This design comes from an exercise in tuning for small area on the open sky130 flow, not from production work. Function was checked by simulation only, so behaviour that the tests miss may differ from the original. Power is estimated from default activity; no workload was simulated.

`design/flow/flow/abc_area.script`:
```
&get -n
&st
&dch -f
&nf -R 1000
&put
mfs3 -ae -I 6 -O 4
&get -n
&st
&dch -f
&nf -R 1000
&put
```
`design/flow/constraint.sdc`:
```
create_clock -name core_clock -period 20.0 [get_ports {clk}]
set_input_delay 4.0000 -clock core_clock [delete_from_list [all_inputs] [get_ports {clk}]]
set_output_delay 4.0000 -clock core_clock [all_outputs]
set_load 0.01 [all_outputs]
```
`design/flow/config.mk`:
```
export PLATFORM = sky130hd
export DESIGN_NAME = tm1638_bus
export DESIGN_NICKNAME = tm1638_bus
export VERILOG_FILES = /design/flow/design.v
export SDC_FILE = /design/flow/constraint.sdc
export NUM_CORES = 4
export LEC_CHECK = 0
export CAP_MARGIN = 20
export CORE_MARGIN = 2
export CORE_UTILIZATION = 40
export SLEW_MARGIN = 20
```
`design/flow/standard.sh`:
```
#!/bin/bash
# synth_recipe.tcl (not shown) runs the flow's synth.tcl, then flattens the netlist and writes it again
# the make line also repeats each setting of config.mk as NAME=value (left out here)
make -C /OpenROAD-flow-scripts/flow DESIGN_CONFIG=/design/flow/config.mk WORK_HOME=/design/flow/orfs CLKGATE_MAP_FILE= SYNTH_SCRIPT=/design/flow/synth_recipe.tcl "${@:-finish}"
```
`design/flow/flow/run.sh`:
```
#!/bin/bash
# Standard ORFS layout with three changes:
#  - synthesis maps logic with an area-oriented ABC script (flow/abc_area.script);
#    everything else in synthesis (registers, flattening, renaming) is unchanged
#  - ports are buffered with the smallest buffer (buf_1)
#  - CTS uses small clock buffers and no dummy loads
set -euo pipefail
UTIL=60
HERE=$(pwd)
F=$HERE/flow
sed "s#log_cmd abc {\*}\$abc_args#log_cmd abc -script $F/abc_area.script {*}[lrange \$abc_args 2 end]#" \
  $FLOW_HOME/scripts/synth.tcl > $HERE/synth_area.tcl
grep -q "abc_area.script" $HERE/synth_area.tcl
sed "s#source \$::env(SCRIPTS_DIR)/synth.tcl#source $HERE/synth_area.tcl#" $HERE/synth_recipe.tcl > $HERE/synth_recipe_area.tcl
grep -q "synth_area.tcl" $HERE/synth_recipe_area.tcl
export BUFFER_PORTS_ARGS="-buffer_cell sky130_fd_sc_hd__buf_1"
export CTS_ARGS="-sink_clustering_enable -repair_clock_nets -dont_use_dummy_load -buf_list {${CTS_BUFS:-sky130_fd_sc_hd__clkbuf_8}}"
bash standard.sh GPL_TIMING_DRIVEN=0 ADDER_MAP_FILE= SLEW_MARGIN=20 CAP_MARGIN=20 CORE_UTILIZATION=${UTIL} SYNTH_SCRIPT=$HERE/synth_recipe_area.tcl "BUFFER_PORTS_ARGS=$BUFFER_PORTS_ARGS" "CTS_ARGS=$CTS_ARGS" finish > $HERE/flow_make.log 2>&1
```
`design/flow/design.v`:
```
module tm1638_bus (
clk,
reset_n,
din,
dout,
wr,
rd,
addr,
spi_di,
spi_clk,
spi_cs_n,
spi_dir,
spi_do,
cs_tm1638
);
input wire        clk;
input wire        reset_n;
input wire        spi_di;
output wire       spi_clk;
output wire       spi_cs_n;
output wire       spi_dir;
output wire       spi_do;
output reg        cs_tm1638;
input wire  [7:0] din;
output reg  [7:0] dout;
input wire        wr;
input wire        rd;
input wire [15:0] addr;
reg [7:0] dig_1, dig_2, dig_3, dig_4, dig_5, dig_6, dig_7, dig_8;
reg [7:0] leds;
reg       disp_on;
reg [2:0] bright;
reg [7:0] buttons;
wire page = (addr[15:4] == 12'hff0);
wire wen  = page & wr;
wire [7:0] wd = din & {8{reset_n}};
wire [3:0] wc = din[3:0] | {4{~reset_n}};
always @(posedge clk) if (~reset_n | (wen & addr[3:0] == 4'd0)) dig_1 <= wd;
always @(posedge clk) if (~reset_n | (wen & addr[3:0] == 4'd1)) dig_2 <= wd;
always @(posedge clk) if (~reset_n | (wen & addr[3:0] == 4'd2)) dig_3 <= wd;
always @(posedge clk) if (~reset_n | (wen & addr[3:0] == 4'd3)) dig_4 <= wd;
always @(posedge clk) if (~reset_n | (wen & addr[3:0] == 4'd4)) dig_5 <= wd;
always @(posedge clk) if (~reset_n | (wen & addr[3:0] == 4'd5)) dig_6 <= wd;
always @(posedge clk) if (~reset_n | (wen & addr[3:0] == 4'd6)) dig_7 <= wd;
always @(posedge clk) if (~reset_n | (wen & addr[3:0] == 4'd7)) dig_8 <= wd;
always @(posedge clk) if (~reset_n | (wen & addr[3:0] == 4'd8)) leds  <= wd;
always @(posedge clk) if (~reset_n | (wen & addr[3:0] == 4'd15)) {disp_on, bright} <= wc;
always @* begin
  cs_tm1638 = rd & page;
  case (addr[3:0])
    4'd0: dout = dig_1;
    4'd1: dout = dig_2;
    4'd2: dout = dig_3;
    4'd3: dout = dig_4;
    4'd4: dout = dig_5;
    4'd5: dout = dig_6;
    4'd6: dout = dig_7;
    4'd7: dout = dig_8;
    4'd8: dout = leds;
    4'd15: dout = {4'b0, disp_on, bright};
    default: dout = buttons;
  endcase
end
reg [5:0] div;
reg [3:0] t;
reg [4:0] slot;
reg [7:0] shift;
wire tick  = (div == 6'd14);
wire first = (div == 6'd46);
wire last  = (t == 4'd15);
wire gap   = (slot == 5'd1) | (slot == 5'd3) | (slot == 5'd8) | (slot == 5'd10) | (slot == 5'd15);
wire rx    = (slot[4:2] == 3'b001);
always @(posedge clk) begin
  if (~reset_n) div <= 6'd46;
  else div <= {div[4:0], div[5] ^ div[4] ^ tick};
end
wire to_gap  = last & ((slot == 5'd0) | (slot == 5'd2) | (slot == 5'd7) | (slot == 5'd9) | (slot == 5'd11));
wire to_wait = (slot == 5'd2);
wire [8:0] pos_i = {slot, t} + 9'd1;
always @(posedge clk) begin
  if (~reset_n) begin
    slot <= 5'd8;
    t    <= 4'd14;
  end else if (tick) begin
    slot <= {pos_i[8:6], pos_i[5:4] | {2{to_gap & (slot == 5'd11)}}};
    t    <= {pos_i[3:2] | {2{to_gap}}, pos_i[1] | (to_gap & ~to_wait), pos_i[0] | (to_gap & to_wait)};
  end
end
reg [7:0] nxt;
always @* begin
  case (slot)
    5'd16: nxt = dig_1;
    5'd17: nxt = {7'b0, leds[7]};
    5'd18: nxt = dig_2;
    5'd19: nxt = {7'b0, leds[6]};
    5'd20: nxt = dig_3;
    5'd21: nxt = {7'b0, leds[5]};
    5'd22: nxt = dig_4;
    5'd23: nxt = {7'b0, leds[4]};
    5'd24: nxt = dig_5;
    5'd25: nxt = {7'b0, leds[3]};
    5'd26: nxt = dig_6;
    5'd27: nxt = {7'b0, leds[2]};
    5'd28: nxt = dig_7;
    5'd29: nxt = {7'b0, leds[1]};
    5'd30: nxt = dig_8;
    5'd31: nxt = {7'b0, leds[0]};
    5'd1:  nxt = 8'h42;
    5'd10: nxt = 8'h40;
    5'd15: nxt = 8'hC0;
    default: nxt = {4'h8, disp_on, bright};
  endcase
end
wire load  = first | (tick & ((t == 4'd14) & (slot[4] | (slot == 5'd1) | (slot == 5'd10) | (slot == 5'd15)) |
                              last & (slot == 5'd7)));
wire samp0 = tick & rx & (t == 4'd0);
wire samp4 = tick & rx & (t == 4'd8);
always @(posedge clk) if (load) {shift[7:5], shift[3:1]} <= {nxt[7:5], nxt[3:1]};
always @(posedge clk) if (load | samp0) shift[0] <= load ? nxt[0] : spi_di;
always @(posedge clk) if (load | samp4) shift[4] <= load ? nxt[4] : spi_di;
wire kupd = (div == 6'd29) & rx & last;
always @(posedge clk) begin
  if (~reset_n) buttons <= 8'h00;
  else if (kupd) begin
    case (slot[1:0])
      2'd0: {buttons[7], buttons[3]} <= {shift[0], shift[4]};
      2'd1: {buttons[6], buttons[2]} <= {shift[0], shift[4]};
      2'd2: {buttons[5], buttons[1]} <= {shift[0], shift[4]};
      2'd3: {buttons[4], buttons[0]} <= {shift[0], shift[4]};
    endcase
  end
end
assign spi_clk  = gap | t[0];
assign spi_cs_n = gap & (t == 4'd14) & (slot != 5'd3);
assign spi_dir  = ~(rx | (slot == 5'd3));
assign spi_do   = shift[t[3:1]];
endmodule
```
==> summary.txt, run 1 <==
Yosys
  • Post-synthesis share of cell area spent on full adders, half adders and majority gates: 0%
  • Post-Synth XOR/XNOR Area: 0.5588%
  • Main combinational cell family by area after synthesis: compound AO/OA/AOI/OAI gates
  • Synthesized-area fraction occupied by ao, oa, aoi and oai cells: 18.04%
  • Proportion of synthesized area in mux cells: less than 1%
  • Synthesized cell area: ~4700 µm²
  • Net count after synthesis: approximately 420
  • YS warnings: 1
  • Avg Inst Size Synth: about 12 µm²
  • Post-synth EDFFs: 84
  • Gate count of the mapped netlist: between 300 and 400
  • Basic-gate share of the synthesized area counting and, or, nand and nor cells: 16.60%
  • Async S/R FF share, synth: 0%
  • Sequential share of the synthesized area: about 63%
  • Register bit count reported by yosys: 107
  • Number of distinct library cells after synthesis: 35
  • Leading register cell type out of synthesis: sky130_fd_sc_hd__edfxtp_1

Power and ir drop
  • Fraction of power consumed by sequential logic: about two thirds
  • Net switching power of the design: slightly above 0.09 mW
  • Leakage: between 1.5 and 2 nW
  • Relative contribution of the clock network to total power: 26.2%
  • Switching part of the total power: a little under a quarter
  • Peak VDD IR: between 40 and 50 µV
  • Combinational cell fraction of total power: between 7 and 8%
  • Power after layout: about 0.4 mW
  • Power per unit of standard cell area: roughly 76 nW/µm²
  • Power Internal: 0.3061 mW

Detailed routing
  • Post-route ant nets: 0
  • Iteration-0 DRC count of the detailed router: 691
  • Post-route DRC: 0
  • Drt first pass iters: 7
  • Post-detailed-route via-to-cell ratio: approximately 7.2
  • Vias: 3968
  • Drt total wl: about 14000 µm
  • Detailed-route wire length per cell: 24.80 µm

Clocking
  • Count of instances resized after the clock tree is built: 0
  • Number of levels in the clock H-tree: 3
  • CTS Sinks: roughly 110
  • CTS tree: done
  • Clock tree buffer depth: 2
  • Inserted Clock Buffers: 9
  • Post-CTS Hold Fix Bufs: 0
  • Post-CTS setup repair buffer count: 0
  • Clk latency of the worst-skew pair: 0.37 ns
  • Root buffer selected by CTS: sky130_fd_sc_hd__clkbuf_8
  • Clock Pin Slew Worst Setup and Hold Paths: around 0.07 ns

Setup path
  • Cell chain of the critical path: buf_1, clkinv_1, nand2_1, nor2_1, a222oi_1, nand3_1, a221oi_1, nand2_1, buf_1
  • Req. time, crit path: around 16 ns
  • Setup CP Type: primary input to primary output
  • Crit-path max FO: 9
  • Cell family with the largest share of critical-path delay: compound AO/OA/AOI/OAI gates
  • CP arrival: about 6.3 ns
  • Endpoint class of the critical path: primary output
  • Number of buffer and inverter stages on the critical path: 3
  • Critical Path Start Type: primary input
  • Crit path largest cell delay: around 0.57 ns
  • Slowest CP cell: sky130_fd_sc_hd__a221oi_1

Floorplanning
  • Vertical die dimension: roughly 90 µm
  • Width of the die: around 93 µm
  • Standard cell core area: about 7600 µm²
  • Total I/O pin count: 42
  • Initial standard-cell utilization of the core: slightly above 60%
  • Site row count: 32
  • Die area: roughly 8600 µm²

Final layout
  • Commonest cells after routing, fill and taps aside: 84 x sky130_fd_sc_hd__edfxtp_1, 40 x sky130_fd_sc_hd__buf_1, 39 x sky130_fd_sc_hd__nand2_1, 29 x sky130_fd_sc_hd__nand3_1, 27 x sky130_fd_sc_hd__a22oi_1
  • Synthesis-to-layout area growth: 11.52%
  • Area of all sequential standard cells: around 3000 µm²
  • Fraction of the core area covered by cells at the end of the flow: ~70%
  • Final non-filler cell area: roughly 5200 µm²
  • Most frequent standard cell in the layout excluding fill and tap cells: sky130_fd_sc_hd__edfxtp_1
  • Final net count: between 400 and 500
  • Combined area of the multi-input logic cells: between 1500 and 2000 µm²
  • Number of diodes added for antenna fixing: 0
  • Fraction of final layout cells sized beyond drive strength 1: 6.889%
  • # fillers: 582

Place
  • Hpwl dp: 9507 µm
  • Number of port buffers: slightly above 40
  • Cell area after placement: about 5100 µm²
  • Global placer's final weighted congestion: around 0.9

STA
  • Shortest period the worst path allows: 10.32 ns
  • Number of max-slew violations in the final report: 0
  • Portion of the clock cycle consumed by the worst path in the final layout: 51.59%
  • Fin Hold WS: 0.4703 ns
  • Worst clock skew: around 0.032 ns
  • Headroom to the max-slew limit: approximately a third
  • Fmax achieved: between 90 and 100 MHz
  • Number of endpoints failing setup at the final stage: 0
  • Unrepaired setup endpoints after global routing: no
  • Setup_tns: 0 ns
  • Worst slew pin tran: slightly below 1 ns
  • Hold Violations, Final: 0

Global route
  • Global-route congestion overflow total: 0
  • Number of global-route vias before repair: 3700
  • Initial antenna violation count: 0
  • First-pass GRT wire length: 20510 µm
  • Aggregate global-route resource usage: 33.12%
  • Maximum number of pins on one net before global-route repair: 28

Outcome
  • Result of the run: no timing/DRC/antenna violations

Job
  • Reported max-cap violation count: 0

Hold path
  • Worst min path class: register to register
==> kinds of logic (layout without fill, tap and decap cells) <==
family / Yosys count / in the layout
flip-flops: 107 / 107
AO/OA/AOI/OAI: 116 / 116
buffers and inverters: 5 / 63
XOR/XNOR: 3 / 3
multiplexers: 2 / 2
AND/OR/NAND/NOR: 159 / 159
==> synth_stat cells, drive strengths merged, types with 2 or more instances <==
| library cell | count | area, µm² |
|---|---|---|
| a21oi | 18 | 90.09 |
| o21a | 2 | 15.01 |
| nor2 | 25 | 93.84 |
| o21ai | 18 | 90.09 |
| nor4 | 2 | 12.51 |
| o31ai | 5 | 37.54 |
| a21o | 2 | 15.01 |
| nand2b | 13 | 81.33 |
| nand4 | 7 | 43.79 |
| and2 | 13 | 81.33 |
| nand3 | 29 | 145.1 |
| nor3b | 2 | 15.01 |
| edfxtp | 84 | 2522 |
| a222oi | 20 | 200.2 |
| a22o | 4 | 35.03 |
| xor2 | 3 | 26.28 |
| or4 | 2 | 15.01 |
| dfxtp | 23 | 460.4 |
| nor2b | 3 | 18.77 |
| a211oi | 2 | 15.01 |
| a21boi | 4 | 30.03 |
| mux4 | 2 | 45.04 |
| a22oi | 27 | 202.7 |
| nor3 | 21 | 105.1 |
| a221oi | 8 | 70.07 |
| a31oi | 2 | 12.51 |
| nand2 | 39 | 146.4 |
| clkinv | 5 | 18.77 |
==> routing by layer <==
metal  track usage (%)  up-vias  routed length [µm]
met5                 0        -                   0
met4             13.31        0                 439
met3             9.113       45                1677
met2             50.79      338                6227
met1             45.13     1873                5345
li1                  -     1712                   -
==> state kept, by name (all words and copies together), names as in the netlist <==
name     cells
dig_4        8
disp_on      1
leds         8
dig_1        8
dig_3        8
dig_7        8
dig_8        8
buttons      8
bright       3
t            4
div          6
dig_6        8
dig_5        8
shift        8
slot         5
dig_2        8
==> per-stage QoR <==
stage                     cells  worst slack, ns
after floorplan             392            10.77
after CTS                   552            9.721
final                       552            9.682
after detailed placement    543            9.733
after global placement      535            9.348
after global routing        552            9.468
==> area by class of cell <==
class / instances / share of cell area [%]
clock buffers: 9 / 2.362
repair buffers: 49 / 4.438
inverters: 5 / 0.3579
multi-input cells: 280 / 33.52
flip-flops and latches: 107 / 56.88
well taps: 102 / 2.434
==> worst paths after layout <==
kind / start / to / slack [ns] / cells after the start
max: addr[3] / dout[7] / 9.68 / 9
max reg2reg: slot[0] / shift[7] / 17.22 / 6
min: div[1] / div[2] / 0.47 / 1
min reg2reg: div[1] / div[2] / 0.47 / 1
==> power groups by stage <==
stage / combinational, mW / sequential, mW / clock (mW)
2_1_floorplan: 0.0154 / 0.266 / 0
3_3_place_gp: 0.0270 / 0.269 / 0
3_5_place_dp: 0.0297 / 0.269 / 0
4_1_cts: 0.0298 / 0.264 / 0.104
5_1_grt: 0.0326 / 0.266 / 0.112
6_report: 0.0302 / 0.265 / 0.105
==> run 2, diff against run 1 <==
--- a/design/flow/flow/run.sh
+++ b/design/flow/flow/run.sh
@@ -16,3 +16,3 @@
 export BUFFER_PORTS_ARGS="-buffer_cell sky130_fd_sc_hd__buf_1"
 export CTS_ARGS="-sink_clustering_enable -repair_clock_nets -dont_use_dummy_load -buf_list {${CTS_BUFS:-sky130_fd_sc_hd__clkbuf_8}}"
-bash standard.sh GPL_TIMING_DRIVEN=0 ADDER_MAP_FILE= SLEW_MARGIN=20 CAP_MARGIN=20 CORE_UTILIZATION=${UTIL} SYNTH_SCRIPT=$HERE/synth_recipe_area.tcl "BUFFER_PORTS_ARGS=$BUFFER_PORTS_ARGS" "CTS_ARGS=$CTS_ARGS" finish > $HERE/flow_make.log 2>&1
+bash standard.sh GPL_TIMING_DRIVEN=0 ADDER_MAP_FILE= SLEW_MARGIN=10 CAP_MARGIN=10 CORE_UTILIZATION=${UTIL} SYNTH_SCRIPT=$HERE/synth_recipe_area.tcl "BUFFER_PORTS_ARGS=$BUFFER_PORTS_ARGS" "CTS_ARGS=$CTS_ARGS" finish > $HERE/flow_make.log 2>&1
==> design/flow/flow/abc_area.script (replaced) <==
&get -n
&st
&dch -f
&nf -R 1000
&st
&dch -f
&nf -R 1000
&st
&dch -f
&nf -R 1000
&put
==> run 2 against run 1 <==
Synthesized area grew 1.9%. First-iteration DRC count fell by 5.1%. Critical endpoint is now dout[2]. Critical path type unchanged. Combinational power decreased by 4%. Clock power about the same. Final area is 0.72% higher. Still clean on timing, DRC and antenna. Final cell count up 2.7%. Die area rose by 1.9%. Via count up 2.0%.
==> summary.txt, run 2 <==
Power and ir drop
  • Power per unit of standard cell area: 75.96 nW/µm²
  • Relative contribution of the clock network to total power: 26.6%
  • Power Internal: roughly 0.31 mW
  • Leakage: about 1.7 nW
  • Net switching power of the design: 0.09523 mW
  • Combinational cell fraction of total power: under 10%
  • Fraction of power consumed by sequential logic: 66.1%
  • Peak VDD IR: about 44 µV
  • Switching part of the total power: 23.74%

STA
  • Setup_tns: 0 ns
  • Portion of the clock cycle consumed by the worst path in the final layout: around 50%
  • Number of endpoints failing setup at the final stage: 0
  • Headroom to the max-slew limit: between 10% and 20%
  • Worst clock skew: ~0.027 ns
  • Hold Violations, Final: 0
  • Shortest period the worst path allows: around 10 ns
  • Worst slew pin tran: 1.272 ns
  • Number of max-slew violations in the final report: 0
  • Unrepaired setup endpoints after global routing: no
  • Fmax achieved: 100.1 MHz

Final layout
  • Commonest cells after routing, fill and taps aside: 84 x sky130_fd_sc_hd__edfxtp_1, 42 x sky130_fd_sc_hd__nand2_1, 40 x sky130_fd_sc_hd__buf_1, 30 x sky130_fd_sc_hd__nor2_1, 30 x sky130_fd_sc_hd__a22oi_1
  • Final net count: a little under 500
  • Most frequent standard cell in the layout excluding fill and tap cells: sky130_fd_sc_hd__edfxtp_1
  • Fraction of final layout cells sized beyond drive strength 1: under 10%
  • Fraction of the core area covered by cells at the end of the flow: between 60% and 70%
  • Synthesis-to-layout area growth: 10.18%
  • Number of diodes added for antenna fixing: 0

Setup path
  • Setup CP Type: primary input to primary output
  • Worst flop-to-flop path startpoint: slot[4]
  • Cell chain of the critical path: buf_1, clkinv_1, nand2_1, nor2_1, a222oi_1, and3_1, nand3_1, buf_1
  • Worst path most repeated cell: sky130_fd_sc_hd__buf_1
  • Launch point of the worst path: addr[3]
  • Critical Path Start Type: primary input
  • CP arrival: approximately 6 ns
  • Req. time, crit path: approximately 16 ns
  • Slowest CP cell: sky130_fd_sc_hd__nor2_1
  • R2r worst-path depth: 7
  • Crit path largest cell delay: roughly 0.7 ns
  • Crit-path max FO: 9
  • Endpoint class of the critical path: primary output

Yosys
  • Gate count of the mapped netlist: a little over 400
  • Post-synth EDFFs: 84
  • Most common cell in the synthesized netlist: sky130_fd_sc_hd__edfxtp_1
  • Synthesized cell area: between 4000 and 5000 µm²
  • Number of distinct library cells after synthesis: 38
  • Most common library cells after synthesis: 84 x sky130_fd_sc_hd__edfxtp_1, 42 x sky130_fd_sc_hd__nand2_1, 30 x sky130_fd_sc_hd__a22oi_1, 30 x sky130_fd_sc_hd__nor2_1, 28 x sky130_fd_sc_hd__nand3_1
  • Register bit count reported by yosys: ~110
  • Async S/R FF share, synth: 0%
  • Leading register cell type out of synthesis: sky130_fd_sc_hd__edfxtp_1
  • Sequential share of the synthesized area: 62.23%
  • Area share of the largest cell type after synthesis: around 53%
  • Net count after synthesis: between 400 and 500
  • YS warnings: 1
  • Top cells by area in the synthesized netlist: sky130_fd_sc_hd__edfxtp_1 53%, sky130_fd_sc_hd__dfxtp_1 9.6%, sky130_fd_sc_hd__a22oi_1 4.7%
  • Avg Inst Size Synth: about 12 µm²
  • Area leader, netlist: sky130_fd_sc_hd__edfxtp_1

Clocking
  • Clk latency of the worst-skew pair: between 0.3 and 0.4 ns
  • Root buffer selected by CTS: sky130_fd_sc_hd__clkbuf_8
  • Clock Pin Slew Worst Setup and Hold Paths: 0.07 ns
  • Post-CTS Hold Fix Bufs: 0
  • Inserted Clock Buffers: 9
  • Number of levels in the clock H-tree: 3
  • Count of instances resized after the clock tree is built: 0
  • CTS tree: done
  • Post-CTS setup repair buffer count: 0
  • CTS Sinks: approximately 110
  • Clock tree buffer depth: 2

Detailed routing
  • Post-route DRC: 0
  • Post-detailed-route via-to-cell ratio: around 7.1
  • Drt first pass iters: 6
  • Post-route ant nets: 0
  • Vias: a little over 4000
  • Detailed-route wire length per cell: about 24 µm
  • Iteration-0 DRC count of the detailed router: around 660
  • Drt total wl: approximately 14000 µm

Place
  • Hpwl dp: 9382 µm
  • Number of port buffers: slightly above 40
  • Global placer's final weighted congestion: about 0.93

Floorplanning
  • Vertical die dimension: 93.38 µm
  • Total I/O pin count: between 40 and 50
  • Standard cell core area: just under 8000 µm²
  • Initial standard-cell utilization of the core: between 60 and 70%
  • Site row count: 32
  • Width of the die: just over 90 µm
  • Die area: around 8700 µm²

Global route
  • Number of global-route vias before repair: around 3800
  • First-pass GRT wire length: about 20000 µm
  • Global-route congestion overflow total: 0
  • Aggregate global-route resource usage: between 30 and 40%
  • Maximum number of pins on one net before global-route repair: between 40 and 50
  • Initial antenna violation count: 0

Job
  • Reported max-cap violation count: 0

Hold path
  • Worst min path class: register to register
  • Cells on Worst Hold Path: 2
  • Source of the worst hold timing path: buttons[7]

Outcome
  • Result of the run: no timing/DRC/antenna violations
-- run 2: worst max-delay path, delay by kind of cell --
family	cells	cell delay, ns
simple gates	4	1.21
buf+inv	3	0.53
compound gates	1	0.24
-- run 2: power by group through the flow --
| stage | sequential, mW | clock [mW] | combinational (mW) |
|---|---|---|---|
| 6_report | 0.265 | 0.107 | 0.0291 |
| 2_1_floorplan | 0.266 | 0 | 0.0159 |
| 3_5_place_dp | 0.270 | 0 | 0.0286 |
| 4_1_cts | 0.265 | 0.106 | 0.0287 |
| 5_1_grt | 0.267 | 0.115 | 0.0313 |
| 3_3_place_gp | 0.270 | 0 | 0.0269 |
-- run 2: cell type report --
type / instances / area (µm²)
timing repair buffer: 45 / 185.2
fill: 593 / 2446
tap: 102 / 127.6
sequential: 107 / 2983
multi-input combinational: 296 / 1832
clock buffer: 9 / 123.9
inverter: 8 / 30.03
-- run 2: cell families (layout without fill, tap and decap cells) --
logic type	after synthesis	after routing	synth area share, %
compound gates	114	114	17.28
flops	107	107	62.23
mux	5	5	1.331
simple gates	173	173	17.80
xor+xnor	4	4	0.7310
buf+inv	8	62	0.6265
-- run 2: routing by layer --
metal	up-vias	part of all wire [%]	track usage [%]	wire (µm)
li1	1749	-	-	-
met1	1898	39	43.01	5294
met2	348	46	51.62	6295
met3	51	12	6.446	1686
met4	0	3.3	15.81	451
met5	-	0	0	0
-- run 2: path summary, 6_finish.rpt --
| check | slack, ns | end |
|---|---|---|
| worst max register to register | 16.47 | shift[4] |
| worst min-delay path | 0.45 | buttons[7] |
| worst min register to register | 0.45 | buttons[7] |
| worst max-delay path | 10.01 | dout[2] |
-- run 2: through the flow --
stage | hold WS, ns | cells | area, µm² | setup slack, ns | total power, mW
after global placement | 0.4338 | 554 | 5075 | 9.347 | 0.2964
after detailed placement | 0.4397 | 558 | 5147 | 10.08 | 0.2986
final | 0.4500 | 567 | 5281 | 10.01 | 0.4012
after CTS | 0.4515 | 567 | 5271 | 10.07 | 0.4000
after floorplan | 0.4182 | 411 | 4793 | 10.69 | 0.2820
after global routing | 0.4698 | 567 | 5281 | 9.924 | 0.4131

## port drivers added, routing unchanged
Ports are ideal in the flow. The routed layouts listed here were re-timed in OpenROAD.
Step 1 (the two cells are an assumption about what drives the block):
set clk [get_ports {clk}]
set_driving_cell -lib_cell sky130_fd_sc_hd__clkbuf_16 $clk
set_driving_cell -lib_cell sky130_fd_sc_hd__buf_2 [delete_from_list [all_inputs] $clk]
Step 2 adds t to the input delays and takes it off the output delays; t is the mean of the earliest and latest rising clock arrival at the registers after step 1. Input paths then give back, and output paths get back, about the clock's delay inside the block.
a / b / c = ideal / step 1 / step 2; a / b = the first two.
| run | t, ns | slack for setup (ns) | worst register clock-pin slew, ns | worst data-port slew with drivers (ns) |
|---|---|---|---|---|
| run 1 | 0.391 | 9.682 / 9.659 / 9.659 | 0.11 / 0.11 | 0.03 |
| run 2 | 0.399 | 10.011 / 9.991 / 9.991 | 0.11 / 0.11 | 0.04 |
After both steps every run listed still meets setup and hold. For run 1, which loses most, drivers alone change the setup slack by -0.023 ns; drivers and shift together by -0.023 ns.
